Background: an optimization exercise with open tools, aiming at small area. Do not read the settings as production practice. Function was checked by simulation only, so behaviour that the tests miss may differ from the original. The clock input has no modelled driver; a real chip could not lean on it and would need a root buffer or a full tree. Power and IR drop assume default switching activity.

===== design/flow/config.mk =====
export PLATFORM = sky130hd
export DESIGN_NAME = term_project_top
export DESIGN_NICKNAME = term_project_top
export VERILOG_FILES = /design/flow/design.v
export SDC_FILE = /design/flow/constraint.sdc
export NUM_CORES = 4
export LEC_CHECK = 0
export CAP_MARGIN = 20
export CORE_MARGIN = 2
export CORE_UTILIZATION = 75
export CTS_BUF_LIST = sky130_fd_sc_hd__clkbuf_8
export SLEW_MARGIN = 20

===== design/flow/constraint.sdc =====
create_clock -name core_clock -period 12.0 [get_ports {CLK}]
set_input_delay 2.4000 -clock core_clock [delete_from_list [all_inputs] [get_ports {CLK}]]
set_output_delay 2.4000 -clock core_clock [all_outputs]
set_load 0.01 [all_outputs]

===== design/flow/design.v =====
module term_project_top(
    input        CLK,
    input  [7:0] btn_sw,
    output [7:0] seg_COM,
    output [7:0] seg_DATA,
    output [7:0] led
);
    wire rst = btn_sw[3];
    reg  [2:0] bd;           
    reg  [7:0] value;        
    reg  [3:0] cnt;          
    reg  [4:0] idx;          
    reg  [4:0] rcq;          
    wire [4:0] rc = ~rcq;    
    reg  [7:0] P;            
    reg  [7:0] S0, S1, S2, S3, S4, S5, S6, S7;
    wire zr  = btn_sw[0] & ~bd[0];
    wire orr = btn_sw[1] & ~bd[1];
    wire nr  = btn_sw[2] & ~bd[2];
    wire done = idx[4];                 
    wire off  = done & idx[0];          
    wire acc9 = cnt[3] & cnt[0];        
    wire full = cnt[3] & ~cnt[0];       
    wire shift = (zr | orr) & ~full;
    wire bitv  = ~zr;
    wire [7:0] value_n = off ? 8'd0 : shift ? {value[6:0], bitv} : value;
    wire cap  = acc9 & ~done;           
    wire bph  = idx[3];                 
    wire first = (idx[3:0] == 4'd8);    
    wire [7:0] hsum;
    wire [7:0] mul = bph ? S7 : 8'd1;
    rca8 u_h(.a({P[6:0], 1'b0}), .b({8{bitv}} & mul), .s(hsum), .co());
    wire [7:0] P_h = shift ? hsum : P;
    wire ge10;
    wire step = off & ge10;
    wire [7:0] addend  = done ? 8'hF6 : P_h;
    wire [7:0] acc_sum;
    rca8 u_a(.a((bph && !first) || done ? S0 : 8'd0), .b(addend), .s(acc_sum), .co(ge10));
    wire       t9 = P[3] & P[0] & ge10;
    wire [3:0] tinc;
    inc #(4) u_t(.a(P[3:0]), .ci(ge10), .s(tinc));
    wire [3:0] t1 = t9 ? 4'd0 : tinc;
    wire [1:0] h1;
    inc #(2) u_hh(.a(P[5:4]), .ci(t9), .s(h1));
    wire [4:0] rc_n, idx_n;
    wire [3:0] cnt_i;
    inc #(5) u_rc(.a(rc), .ci(1'b1), .s(rc_n));
    inc #(5) u_ix(.a(idx), .ci(cap | (done & ~idx[0])), .s(idx_n));
    inc #(4) u_cn(.a(cnt & {~acc9, 2'b11, ~acc9}), .ci(shift), .s(cnt_i));
    always @(posedge CLK or posedge rst) begin
        if (rst) begin
            bd    <= 3'd0;
            value <= 8'd0;
            cnt   <= 4'd0;
            idx   <= 5'd0;
            rcq   <= 5'd0;
        end else begin
            bd    <= btn_sw[2:0];
            value <= value_n;
            rcq   <= ~rc_n;
            if (nr && full)
                cnt <= 4'd9;
            else
                cnt <= cnt_i;
            idx   <= idx_n;
        end
    end
    always @(posedge CLK) begin
        if (cap || step) begin
            S0 <= acc_sum;
        end
        if (cap) begin
            S1 <= S0; S2 <= S1; S3 <= S2;
            S4 <= S3; S5 <= S4; S6 <= S5; S7 <= S6;
        end
        if (done) begin
            if (!off)
                P <= 8'd0;
            else
                P <= {2'b00, h1, t1};
        end else if (cap && idx_n[3])
            P <= {7'd0, S6[0] & value_n[0]};
        else
            P <= P_h;
    end
    wire       den = off & ~ge10;
    wire [1:0] s   = rc[3:2];
    wire       on  = den & ~rc[4] & ~(rc[3] & rc[2]);
    reg  [3:0] dig;
    always @(*) begin
        case (s)
            2'd0:    dig = S0[3:0];
            2'd1:    dig = P[3:0];
            default: dig = {2'b00, P[5:4]};
        endcase
    end
    reg [6:0] seg;
    always @(*) begin
        case (dig)
            4'd0: seg = 7'b1111110;
            4'd1: seg = 7'b0110000;
            4'd2: seg = 7'b1101101;
            4'd3: seg = 7'b1111001;
            4'd4: seg = 7'b0110011;
            4'd5: seg = 7'b1011011;
            4'd6: seg = 7'b1011111;
            4'd7: seg = 7'b1110000;
            4'd8: seg = 7'b1111111;
            default: seg = 7'b1111011;
        endcase
    end
    assign seg_DATA = {seg & {7{on}}, 1'b0};
    assign seg_COM  = {5'b11111, ~(on & (s == 2'd2)), ~(on & (s == 2'd1)),
                       ~(on & (s == 2'd0))};
    assign led = value;
endmodule
module rca8(
    input  [7:0] a,
    input  [7:0] b,
    output [7:0] s,
    output       co
);
    wire [8:0] c;
    assign co = c[8];
    assign c[0] = 1'b0;
    genvar i;
    generate
        for (i = 0; i < 8; i = i + 1) begin : g
            assign s[i]   = a[i] ^ b[i] ^ c[i];
            assign c[i+1] = (a[i] & b[i]) | (a[i] & c[i]) | (b[i] & c[i]);
        end
    endgenerate
endmodule
module inc #(parameter W = 4) (
    input  [W-1:0] a,
    input          ci,
    output [W-1:0] s
);
    wire [W:0] c;
    assign c[0] = ci;
    genvar i;
    generate
        for (i = 0; i < W; i = i + 1) begin : g
            assign s[i]   = a[i] ^ c[i];
            assign c[i+1] = a[i] & c[i];
        end
    endgenerate
endmodule

===== design/flow/flow/run.sh =====
#!/bin/bash
# Layout flow: the standard ORFS flow (standard.sh), with these changes
# that only affect cell area:
#  - Yosys's abc maps the logic with an area-oriented script (flow/abc_area.script)
#    instead of ORFS's delay-oriented one, and full/half adders are left to abc
#    (no ADDER_MAP_FILE step); flip-flops are mapped by dfflibmap before abc
#    exactly as in the standard synthesis, so the registers are unchanged;
#  - the port buffers are sky130_fd_sc_hd__buf_1 (every port still gets one);
#  - the constant outputs share one tie cell per value (SKIP_REPAIR_TIE_FANOUT);
#  - clock tree synthesis inserts no dummy loads, and flow/clk_merge.tcl then
#    regroups its 8 leaf buffers into 6 compact clusters (see that file).
# Each tool's output goes to the ORFS logs under orfs/logs; make's own output
# goes to flow_make.log here.
set -euo pipefail
W=$PWD
F=$W/flow
{
  cat <<TCL
proc abc {args} {
  set i [lsearch \$args -script]
  if {\$i >= 0} { lset args [expr {\$i + 1}] $F/abc_area.script }
  yosys abc {*}\$args
}
TCL
  cat "$W/synth_recipe.tcl"
} > "$W/area_synth.tcl"
bash "$W/standard.sh" \
  SYNTH_SCRIPT="$W/area_synth.tcl" \
  ADDER_MAP_FILE= \
  BUFFER_PORTS_ARGS="-buffer_cell sky130_fd_sc_hd__buf_1" \
  SKIP_REPAIR_TIE_FANOUT=1 \
  POST_CTS_TCL="$F/clk_merge.tcl" \
  CTS_ARGS="-sink_clustering_enable -repair_clock_nets -dont_use_dummy_load -buf_list sky130_fd_sc_hd__clkbuf_8" \
  finish > "$W/flow_make.log" 2>&1

===== design/flow/flow/abc_area.script =====
strash
&get -n
&fraig -x
&put
scorr
dc2
strash
dch -f
amap
topo

===== design/flow/flow/clk_merge.tcl =====
# Runs after clock tree synthesis (POST_CTS_TCL). TritonCTS stops splitting the
# H-tree at 15 sinks, which gives this design 8 leaf buffers. This regroups the
# same flip-flops into 6 compact clusters (split in two halves by x, then each
# half in three by y), each driven by one clkbuf_8 at its cluster's centroid,
# driven in turn by a clkbuf_4 root. A leaf whose estimated clock slew is over
# 112 ps is made a clkbuf_16. Every flip-flop still sees one root and one leaf
# buffer.
proc clk_sink_split {items key parts} {
  # items: list of {iterm x y}; split into parts groups of near-equal size by key (1=x, 2=y)
  set s [lsort -integer -index $key $items]
  set n [llength $s]
  set out {}
  for {set k 0} {$k < $parts} {incr k} {
    set a [expr {($k * $n) / $parts}]
    set b [expr {(($k + 1) * $n) / $parts - 1}]
    lappend out [lrange $s $a $b]
  }
  return $out
}
proc clk_merge {} {
  set db [ord::get_db]
  set block [ord::get_db_block]
  set root [$block findInst clkbuf_0_CLK]
  set rootnet [[$root findITerm X] getNet]
  set leaves {}
  foreach it [$rootnet getITerms] {
    set inst [$it getInst]
    if {[$inst getName] ne [$root getName]} { lappend leaves $inst }
  }
  set items {}
  foreach l $leaves {
    foreach it [[[$l findITerm X] getNet] getITerms] {
      if {[$it getInst] ne $l} {
        set loc [[$it getInst] getLocation]
        lappend items [list $it [lindex $loc 0] [lindex $loc 1]]
      }
    }
  }
  set groups {}
  foreach half [clk_sink_split $items 1 2] {
    foreach g [clk_sink_split $half 2 3] { lappend groups $g }
  }
  set nleaf [llength $groups]
  set keep [lrange $leaves 0 [expr {$nleaf - 1}]]
  foreach l [lrange $leaves $nleaf end] {
    set net [[$l findITerm X] getNet]
    foreach it [$net getITerms] { if {[$it getInst] ne $l} { $it disconnect } }
    [$l findITerm A] disconnect
    [$l findITerm X] disconnect
    odb::dbInst_destroy $l
    odb::dbNet_destroy $net
  }
  foreach item $items { catch { [lindex $item 0] disconnect } }
  set m8 [$db findMaster sky130_fd_sc_hd__clkbuf_8]
  for {set k 0} {$k < $nleaf} {incr k} {
    set l [lindex $keep $k]
    set net [[$l findITerm X] getNet]
    set sx 0; set sy 0
    foreach item [lindex $groups $k] {
      [lindex $item 0] connect $net
      incr sx [lindex $item 1]; incr sy [lindex $item 2]
    }
    set c [llength [lindex $groups $k]]
    $l swapMaster $m8
    $l setLocation [expr {$sx / $c}] [expr {$sy / $c}]
    puts "CLKMERGE leaf [$l getName] sinks $c"
  }
  $root swapMaster [$db findMaster sky130_fd_sc_hd__clkbuf_4]
  return $keep
}
proc clk_leaf_slew {l} {
  set w 0
  foreach it [[[$l findITerm X] getNet] getITerms] {
    if {[$it getInst] eq $l} continue
    set pin [get_pins [[$it getInst] getName]/[[$it getMTerm] getName]]
    set s [get_property $pin slew_max]
    if {$s > $w} { set w $s }
  }
  return $w
}
set clk_leaves [clk_merge]
detailed_placement
estimate_parasitics -placement
set m16 [[ord::get_db] findMaster sky130_fd_sc_hd__clkbuf_16]
set clk_up 0
foreach l $clk_leaves {
  set s [clk_leaf_slew $l]
  puts "CLKMERGE leaf [$l getName] estimated slew $s"
  if {$s > 0.112} { $l swapMaster $m16; set clk_up 1; puts "CLKMERGE leaf [$l getName] -> clkbuf_16" }
}
if {$clk_up} { detailed_placement; estimate_parasitics -placement }
check_placement -verbose

===== design/flow/standard.sh =====
#!/bin/bash
# synth_recipe.tcl (not shown) runs the flow's synth.tcl, then flattens the netlist and writes it again
# the make line also repeats each setting of config.mk as NAME=value (left out here)
make -C /OpenROAD-flow-scripts/flow DESIGN_CONFIG=/design/flow/config.mk WORK_HOME=/design/flow/orfs CLKGATE_MAP_FILE= SYNTH_SCRIPT=/design/flow/synth_recipe.tcl "${@:-finish}"

==> summary.log, run 1 <==
[sta] Period minus WS final 9.57 ns
[placement] Detailed Place HPWL 5.20 mm
[clock_network] number of clock sinks seen by CTS 97
[logic_synthesis] number of synthesized flops with an enable pin 64
[logic_synthesis] synthesized area per cell 11.1 sq um
[sta] Setup TNS 0 ns
[worst_setup_path] worst-case register-to-register setup slack 7.06 ns
[worst_setup_path] R2R Path End P[5]
[sta] relative max-transition margin 37.7%
[logic_synthesis] synth top area cells edfxtp_1 (48%), dfrtp_1 (16%), nor2_1 (6.5%), dfxtp_1 (4.0%), nand2_1 (3.4%)
[cells_and_area] Ant. Diodes 0
[placement] count of buffers from port buffering 22
[worst_setup_path] Critical Path Fanout Max 18
[power_and_ir_drop] PwrDens 224 nW/um^2
[cells_and_area] Layout Cell Area excl Fill 4230 sq um
[drt] total number of vias 2890
[worst_setup_path] Worst EP required 9.60 ns
[drt] first-pass iteration count of the detailed router 5
[logic_synthesis] post-synthesis cell type count 28
[floorplan] die outline area 5910 sq um
[clock_network] clock latency on the worst-skew pair 0.42 ns
[worst_setup_path] depth of the critical timing path with buffers and inverters included 24
[logic_synthesis] sequential cell area fraction in the yosys report 68.0%
[placement] placer's final routability congestion estimate 0.901
[logic_synthesis] area share of the leading cell type in the synthesized netlist 48.3%
[cells_and_area] Layout Cells excl Fill 456
[worst_setup_path] critical path's most frequent cell nor2_1
[drt] vias per std cell 6.34
[sta] pin slew with the least headroom to its limit 0.929 ns
[sta] portion of the clock cycle consumed by the worst path in the final layout 79.7%
[flow_run] number of max-capacitance violations reported 0
[grt] maximum number of pins on one net before global-route repair 59
[logic_synthesis] total of warnings raised by yosys 1
[floorplan] Core Footprint 5110 sq um
[sta] setup repair after global routing missed its margin no
[worst_setup_path] Worst Reg2Reg Path Length in Cells 26
[power_and_ir_drop] P_leak 1.50 nW
[worst_setup_path] beginning of the critical path btn_sw[0]
[logic_synthesis] Syn Std Cell Area 3980 sq um
[floorplan] Die X-Extent 76.8 microns
[drt] mean routed wirelength per cell 18.0 microns
[drt] number of design-rule violations left by the first detailed-router iteration 398
[floorplan] row cnt 26
[floorplan] DIE HEIGHT 76.8 microns
[drt] Residual DRC 0
[worst_setup_path] biggest cell delay along the critical path 0.49 ns
[drt] antenna viol nets, final 0
[logic_synthesis] flip-flop and latch count after synthesis 97
[logic_synthesis] largest area contributor in the synthesized netlist edfxtp_1
[logic_synthesis] Top FF cell, synth edfxtp_1
[logic_synthesis] synthesized netlist cell count 359
[worst_setup_path] Critical Path Sink Type primary output
[placement] # placed instances 449
[sta] final worst clock skew 0.0165 ns
[worst_setup_path] Arr. time, crit path 7.17 ns
[logic_synthesis] net count after synthesis 368
[worst_hold_path] class of the worst hold path reg2reg
[worst_setup_path] cell-by-cell listing of the critical path buf_1 -> nor2b_1 -> a21oi_1 -> nor2_1 -> buf_4 -> clkinv_1 -> o221ai_1 -> clkinv_1 -> nand2_1 -> nand2_1 -> o21ai_0 -> o21ai_0 -> nor2_1 -> nor2_1 -> nor2_1 -> nor2_1 -> nor2_1 -> nor2_1 -> nor2_1 -> nor2_1 -> o22ai_1 -> o2111ai_1 -> or3_1 -> buf_1
[grt] total global-route track usage 29.7%
[worst_setup_path] kind of cell adding the most delay to the critical path compound AO/OA/AOI/OAI gates
[worst_setup_path] Critical Path Sink seg_COM[1]
[floorplan] I/O pin cnt 33
[worst_setup_path] buffer and inverter count on the worst path 5
[cells_and_area] number of nets in the finished design 397
[clock_network] clk slew on worst S/H paths 0.09 ns
[power_and_ir_drop] Max VDD drop 0.151 mV
[worst_setup_path] cell with the biggest individual delay on the critical path o2111ai_1
[worst_hold_path] Worst Hold Path Cells 0
[sta] Finish-stage setup viols 0
[worst_setup_path] type of the setup path with the least slack in2out
[cells_and_area] Layout area overhead 6.35%
[logic_synthesis] Post-synth top cells nor2_1 (69), edfxtp_1 (64), nand2_1 (36)
[logic_synthesis] most repeated cell in the gate-level netlist after synthesis nor2_1
[status] run status complete, no violations
[sta] f_max 0.105 GHz
[floorplan] starting density of the core 77.9%
[drt] aggregate routed wire length 8.21 mm
[worst_setup_path] CP startpoint kind input port
[sta] Max Transition Viols Final 0
[sta] total count of hold-check failures in the final report 0
[grt] initial antenna violation count 0
[placement] area after detailed placement 4140 sq um
[cells_and_area] number of fill cells 287
[worst_setup_path] reg2reg start cnt[3]
[cells_and_area] proportion of layout cells with a drive suffix above 1 3.11%
[logic_synthesis] async set or reset register ratio after synthesis 25.8%
[grt] global-route wire length before repair 13.2 mm
[grt] GRT Residual Overflow 0
[grt] via count of the first global-routing pass 2817
==> worst min path at each step <==
| stage | slack, ns | from | to |
|---|---|---|---|
| 2_1_floorplan | 0.40 | S1[0] | S2[0] |
| 3_3_place_gp | 0.40 | S2[5] | S3[5] |
| 3_5_place_dp | 0.40 | S3[5] | S4[5] |
| 5_1_grt | 0.43 | S3[4] | S4[4] |
| 6_report | 0.42 | S5[4] | S6[4] |
==> sequential cells by signal, indices dropped and copies added (netlist names) <==
register and flops:
P 8, S0 8, S1 8, S2 8
S3 8, S4 8, S5 8, S6 8
S7 8, value 8, idx 5, rcq 5
cnt 4, bd 3
==> placed cells by master, fill, tap and decap left out, types with 6 or more instances in the layout <==
master and instances:
buf_1 22, o21ai_0 22, a21oi_1 20, dfrtp_1 25, dfxtp_1 8, clkinv_1 32
o22ai_1 18, edfxtp_1 64, nand2_1 36, nor2_1 68, nor2b_1 7, clkbuf_8 6
nand3_1 8, o32ai_1 6
==> through the flow <==
step | hold slack [ns] | util, % | worst slack, ns | total power [mW]
after floorplan | 0.400 | - | 3.47 | 0.714
after global routing | 0.431 | 82.9 | 2.08 | 0.993
after detailed placement | 0.405 | 81.1 | 2.72 | 0.796
after global placement | 0.400 | 81.1 | 3.05 | 0.771
final | 0.423 | 82.9 | 2.43 | 0.947
==> cell families after synthesis <==
| kind of cell | after synthesis | share of synthesized area (%) |
|---|---|---|
| compound gates | 82 | 12.4 |
| flops | 97 | 68.0 |
| other cells | 2 | 0.189 |
| buf+inv | 38 | 4.15 |
| simple gates | 137 | 14.6 |
| xor+xnor | 3 | 0.660 |
==> routing by layer <==
metal,vias to the layer above,global-route usage [%],wire [microns]
met5,-,0,0
met3,59,5.53,656
met2,187,48.4,3920
li1,1323,-,-
met4,0,18.5,469
met1,1321,37.0,3170
==> power by group <==
group	switching [mW]	internal [mW]	total (mW)
Sequential	0.0454	0.467	0.513
Clock	0.0903	0.0488	0.139
Combinational	0.203	0.0916	0.295
Total	0.339	0.608	0.947
==> final cells by class <==
cell class                 instances  area (sq um)  area share [%]
inverter                          32           120            2.84
sequential                        97          2710            64.0
multi-input combinational        224          1110            26.3
tap                               70          87.6            2.07
timing repair buffer              26           113            2.66
clock buffer                       7          90.1            2.13
==> inputs of run 2 (changes only) <==
==> design/flow/flow/abc_area.script (replaced) <==
strash
resub -K 8
rewrite
refactor
balance
resub -K 10 -N 2
rewrite -z
refactor -z
resub -K 12 -N 2
balance
dch -f
amap
topo
==> run 2 against run 1 <==
Fmax rose by 3.4%. Wire length fell by 13%. Highest routed layer unchanged. Area after synthesis fell by 0.91%. Final cell count fell by 5.3%.
==> summary.log, run 2 <==
[status] run status complete, no violations
[drt] number of design-rule violations left by the first detailed-router iteration 240 [-40%]
[logic_synthesis] area share of fa/ha/maj cells after synthesis 0% [unchanged]
[sta] pin slew with the least headroom to its limit 0.908 ns [-0.0212 ns]
[worst_setup_path] Worst EP required 9.60 ns [about the same]
[sta] final worst clock skew 0.00986 ns [-0.00662 ns]
[sta] Finish-stage setup viols 0 [unchanged]
[logic_synthesis] fraction of the mapped netlist area in compound gates 15.0% [+2.6 points]
[placement] Detailed Place HPWL 4.99 mm [-4.2%]
[worst_setup_path] reg2reg start bd[0]
[worst_setup_path] Arr. time, crit path 6.85 ns [-0.32 ns]
[logic_synthesis] area share of the leading cell type in the synthesized netlist 48.7% [+0.44 points]
[drt] aggregate routed wire length 7.17 mm [-13%]
[worst_setup_path] type of the setup path with the least slack in2out
[sta] Max Transition Viols Final 0 [unchanged]
[cells_and_area] number of nets in the finished design 373 [-6.0%]
[power_and_ir_drop] PwrDens 238 nW/um^2 [+6.4%]
[logic_synthesis] synth top area cells edfxtp_1 (49%), dfrtp_1 (16%), nor2_1 (4.2%), dfxtp_1 (4.1%), o21ai_0 (3.8%)
[logic_synthesis] mux contribution to synthesized area 0% [unchanged]
[clock_network] number of clock sinks seen by CTS 97 [unchanged]
[cells_and_area] proportion of layout cells with a drive suffix above 1 2.76% [-0.35 points]
[logic_synthesis] simple-gate share of the synthesized area 12.4% [-2.2 points]
[logic_synthesis] most repeated cell in the gate-level netlist after synthesis edfxtp_1
[logic_synthesis] main combinational cell family by area after synthesis compound AO/OA/AOI/OAI gates
[logic_synthesis] net count after synthesis 346 [-6.0%]
[drt] mean routed wirelength per cell 16.6 microns [-7.9%]
[grt] total global-route track usage 26.0% [-3.6 points]
[clock_network] clock latency on the worst-skew pair 0.41 ns [about the same]
[floorplan] row cnt 26 [unchanged]
[worst_setup_path] CP startpoint kind input port
[clock_network] clk slew on worst S/H paths 0.09 ns [about the same]
[logic_synthesis] async set or reset register ratio after synthesis 25.8% [unchanged]
[floorplan] Core Footprint 5070 sq um [-0.64%]
[grt] global-route wire length before repair 11.6 mm [-12%]
[logic_synthesis] Syn Std Cell Area 3940 sq um [-0.91%]
[logic_synthesis] synthesized area per cell 11.7 sq um [+5.6%]
[worst_setup_path] Worst Reg2Reg Path Length in Cells 27 [+3.8%]
[worst_hold_path] class of the worst hold path reg2reg
[floorplan] DIE HEIGHT 76.5 microns [-0.43%]
[logic_synthesis] Top FF cell, synth edfxtp_1
[cells_and_area] commonest cells after routing, fill and taps aside edfxtp_1 (64), nor2_1 (43), nand2_1 (39)
[logic_synthesis] post-synthesis cell type count 28 [unchanged]
[worst_hold_path] Worst Hold Path Cells 0 [unchanged]
[sta] Setup TNS 0 ns [unchanged]
[logic_synthesis] largest area contributor in the synthesized netlist edfxtp_1
[logic_synthesis] Post-synth top cells edfxtp_1 (64), nor2_1 (44), nand2_1 (39)
[power_and_ir_drop] P_leak 1.45 nW [-2.8%]
[logic_synthesis] synthesized netlist cell count 337 [-6.1%]
[cells_and_area] Layout area overhead 6.03%
[grt] GRT Residual Overflow 0 [unchanged]
[cells_and_area] Layout Cells excl Fill 432 [-5.3%]
[worst_setup_path] Critical Path Sink Type primary output
[floorplan] starting density of the core 77.7% [-0.22 points]
[drt] antenna viol nets, final 0 [unchanged]
[sta] relative max-transition margin 37.9% [+0.23 points]
[grt] via count of the first global-routing pass 2564 [-9.0%]
[worst_hold_path] startpoint of the lowest-slack hold path S3[2]
[logic_synthesis] fraction of synthesized cell area in xor and xnor cells 0% [-0.66 points]
[flow_run] number of max-capacitance violations reported 0 [unchanged]
[sta] total count of hold-check failures in the final report 0 [unchanged]
[grt] maximum number of pins on one net before global-route repair 40 [-32%]
[sta] Period minus WS final 9.25 ns [-0.313 ns]
[logic_synthesis] flip-flop and latch count after synthesis 97 [unchanged]
[cells_and_area] final core utilization 82.4% [-0.48 points]
[worst_setup_path] beginning of the critical path btn_sw[0]
[sta] setup repair after global routing missed its margin no
[floorplan] I/O pin cnt 33 [unchanged]
[floorplan] die outline area 5850 sq um [-0.86%]
[drt] Residual DRC 0 [unchanged]
[floorplan] Die X-Extent 76.5 microns [-0.43%]
[logic_synthesis] total of warnings raised by yosys 1 [unchanged]
[logic_synthesis] number of synthesized flops with an enable pin 64 [unchanged]
[worst_setup_path] Critical Path Fanout Max 8 [-10]
[placement] placer's final routability congestion estimate 0.826 [-8.3%]
[grt] initial antenna violation count 0 [unchanged]
[sta] portion of the clock cycle consumed by the worst path in the final layout 77.1% [-2.6 points]
[cells_and_area] Ant. Diodes 0 [unchanged]
[cells_and_area] leading cell type in the layout, fill and taps excluded edfxtp_1
[drt] total number of vias 2644 [-8.5%]
[placement] count of buffers from port buffering 22 [unchanged]
[power_and_ir_drop] Max VDD drop 0.156 mV [+2.7%]
[logic_synthesis] sequential cell area fraction in the yosys report 68.7% [+0.63 points]
[drt] first-pass iteration count of the detailed router 5 [unchanged]
[drt] vias per std cell 6.12 [-3.4%]
[placement] # placed instances 425 [-5.3%]
[sta] f_max 0.108 GHz [+3.4%]
-- run 2: changes by cell type after synthesis, moves of 5 or more --
cell and delta:
o21ai_0 +8, o21a_1 +9, o221a_1 +7, clkinv_1 -5, a21oi_1 -6, nor2_1 -25
nor3_1 +5, o22ai_1 -10
-- run 2: layout make-up --
class	count	area (sq um)
clock buffers	7	90.1
inverters	27	101
multi-input cells	207	1100
well taps	70	87.6
flip-flops and latches	97	2710
fillers	321	893
repair buffers	24	97.6
-- run 2: worst paths after layout --
kind,endpoint,slack (ns)
max in group asynchronous,value[7],9.58
worst min register to register,S4[2],0.43
worst min-delay path,S4[2],0.43
worst max register to register,P[5],7.18
worst max-delay path,seg_DATA[3],2.75
min in group asynchronous,rcq[3],2.02
-- run 2: worst max-delay path, cell delays in order --
cell       delay, ns
buf_1           0.08
nor2b_1         0.25
clkinv_1        0.29
nand3_1         0.21
o21ai_0         0.12
nor2_1          0.14
a21oi_1         0.07
and2_0          0.16
nor2_1          0.16
nand2_1         0.09
o21a_1          0.14
nand2_1         0.09
o21ai_0         0.14
nand2_1         0.12
o21ai_0         0.13
nor2b_1         0.17
o21ai_0         0.25
o21ai_0         0.19
nor2b_1         0.19
nand2_1         0.12
o21a_1          0.15
nand2_1         0.07
nand2_1         0.18
o2111ai_1       0.35
a2111oi_0       0.38
buf_1           0.19
-- run 2: routing by layer --
| metal | up-vias | global-route usage, % | part of all wire, % | wire, microns |
|---|---|---|---|---|
| met5 | - | 0 | 0 | 0 |
| met4 | 0 | 12.5 | 2.4 | 175 |
| met3 | 19 | 4.15 | 5.2 | 374 |
| met2 | 110 | 42.7 | 49 | 3510 |
| met1 | 1244 | 34.6 | 43 | 3110 |
| li1 | 1271 | - | - | - |
-- run 2: power by group --
part / switching, mW / internal [mW] / total [mW]
combinational: 0.220 / 0.112 / 0.333
clock: 0.0906 / 0.0489 / 0.139
sequential: 0.0513 / 0.472 / 0.523
-- run 2: kinds of logic (layout without fill, tap and decap cells) --
| group | count (synthesis) | after routing |
|---|---|---|
| and+or+nand+nor | 115 | 115 |
| DFF | 97 | 97 |
| AOI/OAI and AO/OA | 90 | 90 |
| buffers and inverters | 33 | 58 |
| other | 2 | 2 |
-- run 2: through the flow --
| stage | hold WS, ns | worst slack, ns | total power, mW | area (sq um) |
|---|---|---|---|---|
| 6_report | 0.426 | 2.75 | 0.995 | 4180 |
| 5_1_grt | 0.432 | 2.33 | 1.05 | 4180 |
| 3_5_place_dp | 0.405 | 3.04 | 0.849 | 4090 |
| 3_3_place_gp | 0.401 | 3.35 | 0.821 | 4090 |
| 2_1_floorplan | 0.400 | 3.35 | 0.760 | 3940 |
==> inputs of run 3 (changes only) <==
--- a/design/flow/config.mk
+++ b/design/flow/config.mk
@@ -5,8 +5,8 @@
 export SDC_FILE = /design/flow/constraint.sdc
 export NUM_CORES = 4
 export LEC_CHECK = 0
-export CAP_MARGIN = 20
+export CAP_MARGIN = 0
 export CORE_MARGIN = 2
 export CORE_UTILIZATION = 75
 export CTS_BUF_LIST = sky130_fd_sc_hd__clkbuf_8
-export SLEW_MARGIN = 20
+export SLEW_MARGIN = 0
==> run 3 against run 2 <==
Non-clock buffer count is the same. Worst setup slack gained 0.029 ns. Total power is essentially flat. Sequential cell count is the same. Final cell count is the same. First-iteration DRC count is the same. Clock power is essentially flat. Fmax grew 0.32%. Die area is the same. Core utilization is the same. Clock skew shrank 0.00093 ns. Largest cell class unchanged.
==> summary.log, run 3 <==
[flow_run] number of max-capacitance violations reported 0 [unchanged]
[worst_setup_path] Critical Path Sink Type primary output
[logic_synthesis] total of warnings raised by yosys 1 [unchanged]
[power_and_ir_drop] P_int 0.633 mW [about the same]
[sta] Period minus WS final 9.23 ns [-0.0293 ns]
[floorplan] DIE HEIGHT 76.5 microns [unchanged]
[floorplan] I/O pin cnt 33 [unchanged]
[sta] f_max 0.108 GHz [+0.32%]
[clock_network] clock latency on the worst-skew pair 0.41 ns [about the same]
[placement] count of buffers from port buffering 22 [unchanged]
[logic_synthesis] sequential cell area fraction in the yosys report 68.7% [unchanged]
[worst_setup_path] type of the setup path with the least slack in2out
[worst_hold_path] class of the worst hold path reg2reg
[logic_synthesis] net count after synthesis 346 [unchanged]
[drt] Residual DRC 0 [unchanged]
[sta] setup repair after global routing missed its margin no
[worst_setup_path] Worst EP required 9.60 ns [about the same]
[status] run status complete, no violations
[power_and_ir_drop] combinational fraction of design power 33.3% [about the same]
[sta] Finish-stage setup viols 0 [unchanged]
[sta] Setup TNS 0 ns [unchanged]
[grt] global-route wire length before repair 11.6 mm [unchanged]
[power_and_ir_drop] Max VDD drop 0.155 mV [about the same]
[drt] mean routed wirelength per cell 16.6 microns [-0.21%]
[logic_synthesis] synth top area cells edfxtp_1 (49%), dfrtp_1 (16%), nor2_1 (4.2%), dfxtp_1 (4.1%), o21ai_0 (3.8%)
[logic_synthesis] synthesized area per cell 11.7 sq um [unchanged]
[floorplan] Die X-Extent 76.5 microns [unchanged]
[logic_synthesis] post-synthesis cell type count 28 [unchanged]
[cells_and_area] leading cell type in the layout, fill and taps excluded edfxtp_1
[grt] via count of the first global-routing pass 2564 [unchanged]
[grt] GRT Residual Overflow 0 [unchanged]
[power_and_ir_drop] Switching Fraction 36.3% [-0.063 points]
[floorplan] starting density of the core 77.7% [unchanged]
[worst_setup_path] Critical Path Fanout Max 8 [unchanged]
[logic_synthesis] Post-synth top cells edfxtp_1 (64), nor2_1 (44), nand2_1 (39)
[cells_and_area] proportion of layout cells with a drive suffix above 1 2.76% [unchanged]
[drt] first-pass iteration count of the detailed router 5 [unchanged]
[sta] final worst clock skew 0.00892 ns [-0.000934 ns]
[logic_synthesis] Syn Std Cell Area 3940 sq um [unchanged]
[worst_setup_path] CP startpoint kind input port
[grt] maximum number of pins on one net before global-route repair 40 [unchanged]
[placement] placer's final routability congestion estimate 0.826 [unchanged]
[logic_synthesis] area share of the leading cell type in the synthesized netlist 48.7% [unchanged]
[drt] total number of vias 2641 [-0.11%]
[cells_and_area] number of nets in the finished design 373 [unchanged]
[grt] total global-route track usage 26.0% [unchanged]
[drt] number of design-rule violations left by the first detailed-router iteration 240 [unchanged]
[logic_synthesis] flip-flop and latch count after synthesis 97 [unchanged]
[sta] pin slew with the least headroom to its limit 1.23 ns [+0.323 ns]
[drt] antenna viol nets, final 0 [unchanged]
[power_and_ir_drop] Seq pwr share 52.6% [about the same]
[grt] initial antenna violation count 0 [unchanged]
[drt] vias per std cell 6.11 [-0.11%]
[floorplan] row cnt 26 [unchanged]
[power_and_ir_drop] relative contribution of the clock network to total power 14.0% [about the same]
[sta] relative max-transition margin 17.1% [-21 points]
[placement] Detailed Place HPWL 4.99 mm [about the same]
[logic_synthesis] async set or reset register ratio after synthesis 25.8% [unchanged]
[cells_and_area] Ant. Diodes 0 [unchanged]
[logic_synthesis] number of synthesized flops with an enable pin 64 [unchanged]
[logic_synthesis] largest area contributor in the synthesized netlist edfxtp_1
[floorplan] die outline area 5850 sq um [unchanged]
[logic_synthesis] Top FF cell, synth edfxtp_1
[cells_and_area] Layout area overhead 6.03% [unchanged]
[logic_synthesis] most repeated cell in the gate-level netlist after synthesis edfxtp_1
[floorplan] Core Footprint 5070 sq um [unchanged]
[power_and_ir_drop] PwrDens 238 nW/um^2 [about the same]
[sta] portion of the clock cycle consumed by the worst path in the final layout 76.9% [-0.24 points]
[clock_network] clk slew on worst S/H paths 0.09 ns [about the same]
[power_and_ir_drop] P_leak 1.45 nW [about the same]
[logic_synthesis] synthesized netlist cell count 337 [unchanged]
[sta] Max Transition Viols Final 0 [unchanged]
[drt] aggregate routed wire length 7.15 mm [-0.21%]
[sta] total count of hold-check failures in the final report 0 [unchanged]
[cells_and_area] final core utilization 82.4% [unchanged]
[worst_setup_path] Arr. time, crit path 6.83 ns [-0.02 ns]
[clock_network] number of clock sinks seen by CTS 97 [unchanged]
[power_and_ir_drop] switching power 0.361 mW [-0.26%]
[cells_and_area] commonest cells after routing, fill and taps aside edfxtp_1 (64), nor2_1 (43), nand2_1 (39)
## run 3: cell counts after synthesis
No cell type changed its count.
## run 3: cell families after synthesis
| family | share of synthesized area, % |
|---|---|
| AO/OA/AOI/OAI | 15.0 |
| flip-flops | 68.7 |
| buffers and inverters | 3.71 |
| AND/OR/NAND/NOR | 12.4 |
| other | 0.190 |
## run 3: metrics by stage
stage          power [mW]  cell area (sq um)  worst slack (ns)  instances  hold WS [ns]
3_5_place_dp        0.849               4090              3.05        425         0.405
3_3_place_gp        0.821               4090              3.35        425         0.401
6_report            0.994               4180              2.77        432         0.426
5_1_grt              1.05               4180              2.33        432         0.432
2_1_floorplan       0.760               3940              3.35        337         0.400
## run 3: critical path, stage by stage
cell       delay, ns
buf_1           0.08
nor2b_1         0.25
clkinv_1        0.29
nand3_1         0.21
o21ai_0         0.12
nor2_1          0.14
a21oi_1         0.07
and2_0          0.16
nor2_1          0.16
nand2_1         0.09
o21a_1          0.14
nand2_1         0.09
o21ai_0         0.14
nand2_1         0.12
o21ai_0         0.13
nor2b_1         0.17
o21ai_0         0.25
o21ai_0         0.19
nor2b_1         0.19
nand2_1         0.12
o21a_1          0.15
nand2_1         0.07
nand2_1         0.17
o2111ai_1       0.35
a2111oi_0       0.38
buf_1           0.19
## run 3: cell type report
class,count,area (sq um)
clock buffer,7,90.1
fill,321,893
inverter,27,101
multi-input combinational,207,1100
sequential,97,2710
tap,70,87.6
timing repair buffer,24,97.6
## run 3: path summary, 6_finish.rpt
check	start	to	slack [ns]	depth (start not counted)
setup / recovery	btn_sw[0]	seg_DATA[3]	2.77	26
hold / removal	S3[2]	S4[2]	0.43	0
setup reg to reg	bd[0]	S0[5]	6.93	22
hold reg to reg	S3[2]	S4[2]	0.43	0
max in group asynchronous	btn_sw[3]	value[7]	9.58	2
min in group asynchronous	btn_sw[3]	rcq[3]	2.02	2
## run 3: power groups by stage
stage	Clock, mW	Sequential [mW]	Combinational, mW
after detailed placement	0	0.528	0.320
final	0.140	0.523	0.331
after global routing	0.150	0.531	0.369
after floorplan	0	0.519	0.241
after global placement	0	0.523	0.297
## run 3: per-layer routing
metal | vias up | wire, microns | track usage (%)
met5 | - | 0 | 0
met1 | 1234 | 3090 | 34.6
met2 | 117 | 3490 | 42.7
met4 | 0 | 175 | 12.5
li1 | 1271 | - | -
met3 | 19 | 401 | 4.15

[static timing again, ports no longer ideal]
Ports are ideal in the flow. The routed layouts listed here were re-timed in OpenROAD.
Step 1 sets driving cells, clkbuf_16 on the clock port and buf_2 on the other inputs (assumed; they add their load-dependent delay and slew).
Step 2, shift: input delay + t, output delay - t, t = (earliest + latest rising clock arrival at the registers) / 2. This alone moves slack from input paths to output paths.
a / b / c = ideal ports / drivers / drivers and shift; a / b = the first two.
run	t, ns	setup slack, ns	worst setup path after step 2	slew at the worst register clock pin (ns)	worst data-port slew with drivers (ns)
run 1	0.445	2.432 / 2.405 / 2.405	input to output	0.10 / 0.10	0.03
run 2	0.433	2.745 / 2.721 / 2.721	input to output	0.10 / 0.10	0.03
run 3	0.433	2.775 / 2.750 / 2.750	input to output	0.10 / 0.10	0.03
After both steps every run listed still meets setup and hold. For run 1, which loses most, drivers alone change the setup slack by -0.027 ns; drivers and shift together by -0.027 ns.
